From an optimization exercise on the open Yosys and OpenROAD flow, aimed at small area, a short achievable clock period and few clock cycles per item; shortcuts taken in it are not production practice.
The RTL was checked by simulation tests, not by an equivalence proof against the original design.

## v4
// sha256d_miner
module sha256d_miner (
	input             clk,
	input             rst,
	input             run,
	input             wr_blk,
	input             wr_tgt,
	input             wr_nonce,
	input      [31:0] wdata,
	output reg        found,
	output reg [31:0] found_nonce
);
make LEC_CHECK=0 CAP_MARGIN=20 CORE_MARGIN=2 CORE_UTILIZATION=65 PLACE_DENSITY_LB_ADDON=0.1 SETUP_SLACK_MARGIN=5 SLEW_MARGIN=20 finish   # period 12.0 ns
run.sh (not shown) runs the stock make flow with config.mk's settings and CLKGATE_MAP_FILE= SYNTH_SCRIPT=/design/flow/synth_recipe.tcl, a recipe that flattens the netlist after the stock synthesis.
Having completed the whole flow, v4 delivered a layout that passed the timing, design-rule and antenna checks.
Testbench counts of v4, summed over its fixed seeds: cycles 60,820, items 1,790.
diff inputs: v4 => v28
- a deleted SETUP_SLACK_MARGIN that had been 5
--- outcome ---
v28 | stages: all done | timing, DRC, antenna: all pass
v28 contains fewer vias than v4.
Final area: v4 vs v28, no meaningful difference
v28 vs. v4: worst hold slack held steady, combined flip-flop and latch cell area held steady, non-clock buffer total of the final layout held steady, largest net degree at the start of global routing held steady.
For wire length, v4 and v28 come out practically identical.
Diff v4 -> v28: global-route usage was more or less identical, width of the chip about even.
Compared v4 against v28; core utilization of the finished layout within noise.
Last element of the critical path: pend$_SDFF_PN0_ -> v28, u2_0.dhkw[31]$_DFF_P_ -> v4

========
cedar:
sha256d_miner, a different RTL version from the one above (not shown whole).
Size: roughly 21000 cells after synthesis, roughly 3900 flip-flops.
==> flow/design.v (excerpt) <==
module sha256d_miner (
	input             clk,
	input             rst,
	input             run,
	input             wr_blk,
	input             wr_tgt,
	input             wr_nonce,
	input      [31:0] wdata,
	output reg        found,
	output reg [31:0] found_nonce
);
localparam [31:0] IV0 = 32'h6a09e667, IV1 = 32'hbb67ae85, IV2 = 32'h3c6ef372, IV3 = 32'ha54ff53a,
                  IV4 = 32'h510e527f, IV5 = 32'h9b05688c, IV6 = 32'h1f83d9ab, IV7 = 32'h5be0cd19;
localparam [31:0] CA = 32'hb97e58b5, CE = 32'h9cbf5a55;
wire [31:0] wd = {wdata[7:0], wdata[15:8], wdata[23:16], wdata[31:24]};
reg [255:0] mid;           
reg [31:0]  mrk, tim, bts;
always @(posedge clk)
	if (wr_blk) begin
		mid <= {mid[223:0], mrk};
		mrk <= tim;
		tim <= bts;
		bts <= wd;
	end
reg [263:0] q;
reg [2:0]   tcnt;
reg [31:0]  ivt;
always @(*)
	case (tcnt)
	3'd0: ivt = IV7; 3'd1: ivt = IV6; 3'd2: ivt = IV5; 3'd3: ivt = IV4;
	3'd4: ivt = IV3; 3'd5: ivt = IV2; 3'd6: ivt = IV1; default: ivt = IV0;
	endcase
reg [31:0]  wt;
reg         wt_v, run_r;
wire [32:0] tsub = {1'b0, wt} - {1'b0, ivt};
always @(posedge clk) begin
	wt <= wd;
	wt_v <= wr_tgt & ~rst;
	run_r <= run & ~rst;
	if (rst)
		tcnt <= 3'd0;
	else if (wt_v)
		tcnt <= tcnt + 3'd1;
	if (wt_v | run_r)
		q <= {q[230:0], run_r ? q[263:231] : tsub};
end
reg [5:0]  cyc;
reg [1:0]  vcnt;
reg [31:0] nonce;
reg [31:0] k1, k2;         
reg [5:0]  ka1, ka2;       
wire [5:0] cn = run_r ? cyc + 6'd1 : 6'd47;
reg st1h, st1w;    
  ...
Settings: LEC_CHECK=0, ABC_AREA=1, CAP_MARGIN=40, CORE_MARGIN=2, CORE_UTILIZATION=58, SETUP_SLACK_MARGIN=5, SLEW_MARGIN=40; clock period 12.0 ns.
Testbench counts of cedar, summed over its fixed seeds: cycles 60,844, items 1,790.
Inputs modified between cedar and pepper:
# cedar
export LEC_CHECK = 0
export ABC_AREA = 1
export CAP_MARGIN = 40
export CORE_MARGIN = 2
export CORE_UTILIZATION = 58
export SETUP_SLACK_MARGIN = 5
export SLEW_MARGIN = 40
create_clock -name core_clock -period 12.0 [get_ports {clk}]
# pepper
export LEC_CHECK = 0
export ABC_AREA = 1
export CAP_MARGIN = 40
export CORE_MARGIN = 2
export CORE_UTILIZATION = 50
export SETUP_SLACK_MARGIN = 5
export SLEW_MARGIN = 40
create_clock -name core_clock -period 12.0 [get_ports {clk}]
Findings:
Cmp pepper vs cedar: number of detailed-route iterations in the first pass lower in pepper. From cedar to pepper the numbers moved as follows: post-placement setup slack down 0.26 ns; maximum frequency down 0.0086 GHz; area occupied by multi-input gates did not really move; final instance count without filler cells up 2.7%. From cedar to pepper, count of cell types in the netlist did not move at all. Going from cedar to pepper, final area grows by 0.60%. NOTE length of routed met2 wiring cedar->pepper increased by a few percent. pepper vs. cedar: inserted tap cell count increased about 15%, buffer count excluding the clock tree in the final layout increased 24.

========
## job 2381
Another version of the RTL of sha256d_miner (not shown whole).
Size in the first run: about 9,500 cells after synthesis, about 2,300 flip-flops, about 110,000 sq um of cells after synthesis.
clock: 12.0 ns
lec_check: 0
cap_margin: 20
core_margin: 2
core_utilization: 65
place_density_lb_addon: 0.1
slew_margin: 20
Per the final summary, job 2381 finished and its layout is clean on timing, DRC and antenna.
Testbench counts of job 2381, summed over its fixed seeds: cycles 117,704, items 1,790.
Relative to job 2381, the following input files were edited for job 9789:
# job 2381
export LEC_CHECK = 0
export CAP_MARGIN = 20
export CORE_MARGIN = 2
export CORE_UTILIZATION = 65
export PLACE_DENSITY_LB_ADDON = 0.1
export SLEW_MARGIN = 20
create_clock -name core_clock -period 12.0 [get_ports {clk}]
# job 9789
export LEC_CHECK = 0
export CAP_MARGIN = 20
export CORE_MARGIN = 2
export CORE_UTILIZATION = 40
export SLEW_MARGIN = 20
create_clock -name core_clock -period 12.0 [get_ports {clk}]
==> comparison <==
Timing, DRC, antenna: 0 failures across job 2381 and job 9789
Job 9789 against job 2381: detailed placement HPWL went up 13,000 microns; well tap count went up 62%.
Between job 2381 and job 9789, the achievable frequency is lower for job 9789.
Compared with job 2381, job 9789 shows a lower worst hold slack.
Looking at number of detailed-route iterations in the first pass across job 2381 and job 9789, the one that comes out lower is job 9789.
Job 2381 has lower wire length than job 9789.

[static timing again, ports no longer ideal]
How much do the figures lean on ideal ports? The routed layouts below were timed once more, with nothing changed but the port constraints.
Step 1, drivers: a clkbuf_16 drives clk and a buf_2 each remaining input, both assumed.
Step 2 times the ports against the registers' clock, not the clock port: input delays grow and output delays shrink by t, the midpoint of the rising clock arrivals with the driver on.
Three values: ideal ports, drivers, drivers and shift; two values: the first two.
run	t, ns	setup WS [ns]	hold WS [ns]	worst setup path at the end	worst register clock-pin slew, ns
v4	1.100	5.226 / 5.226 / 4.342	0.261 / 0.261 / 0.261	input to register	0.08 / 0.08
v28	1.103	4.845 / 4.845 / 4.376	0.262 / 0.262 / 0.262	input to register	0.08 / 0.08
cedar	1.116	6.089 / 6.089 / 6.089	0.270 / 0.270 / 0.270	register to register	0.08 / 0.08
pepper	1.114	5.773 / 5.773 / 5.773	0.294 / 0.294 / 0.294	register to register	0.07 / 0.07
job 2381	0.951	4.635 / 4.635 / 4.242	0.271 / 0.271 / 0.271	input to register	0.08 / 0.08
job 9789	0.992	4.302 / 4.302 / 4.153	0.231 / 0.231 / 0.231	input to register	0.07 / 0.07
After both steps every run listed still meets setup and hold. The setup slack of v4, which loses most, moves by 0.000 ns with the drivers and by -0.884 ns with both steps.
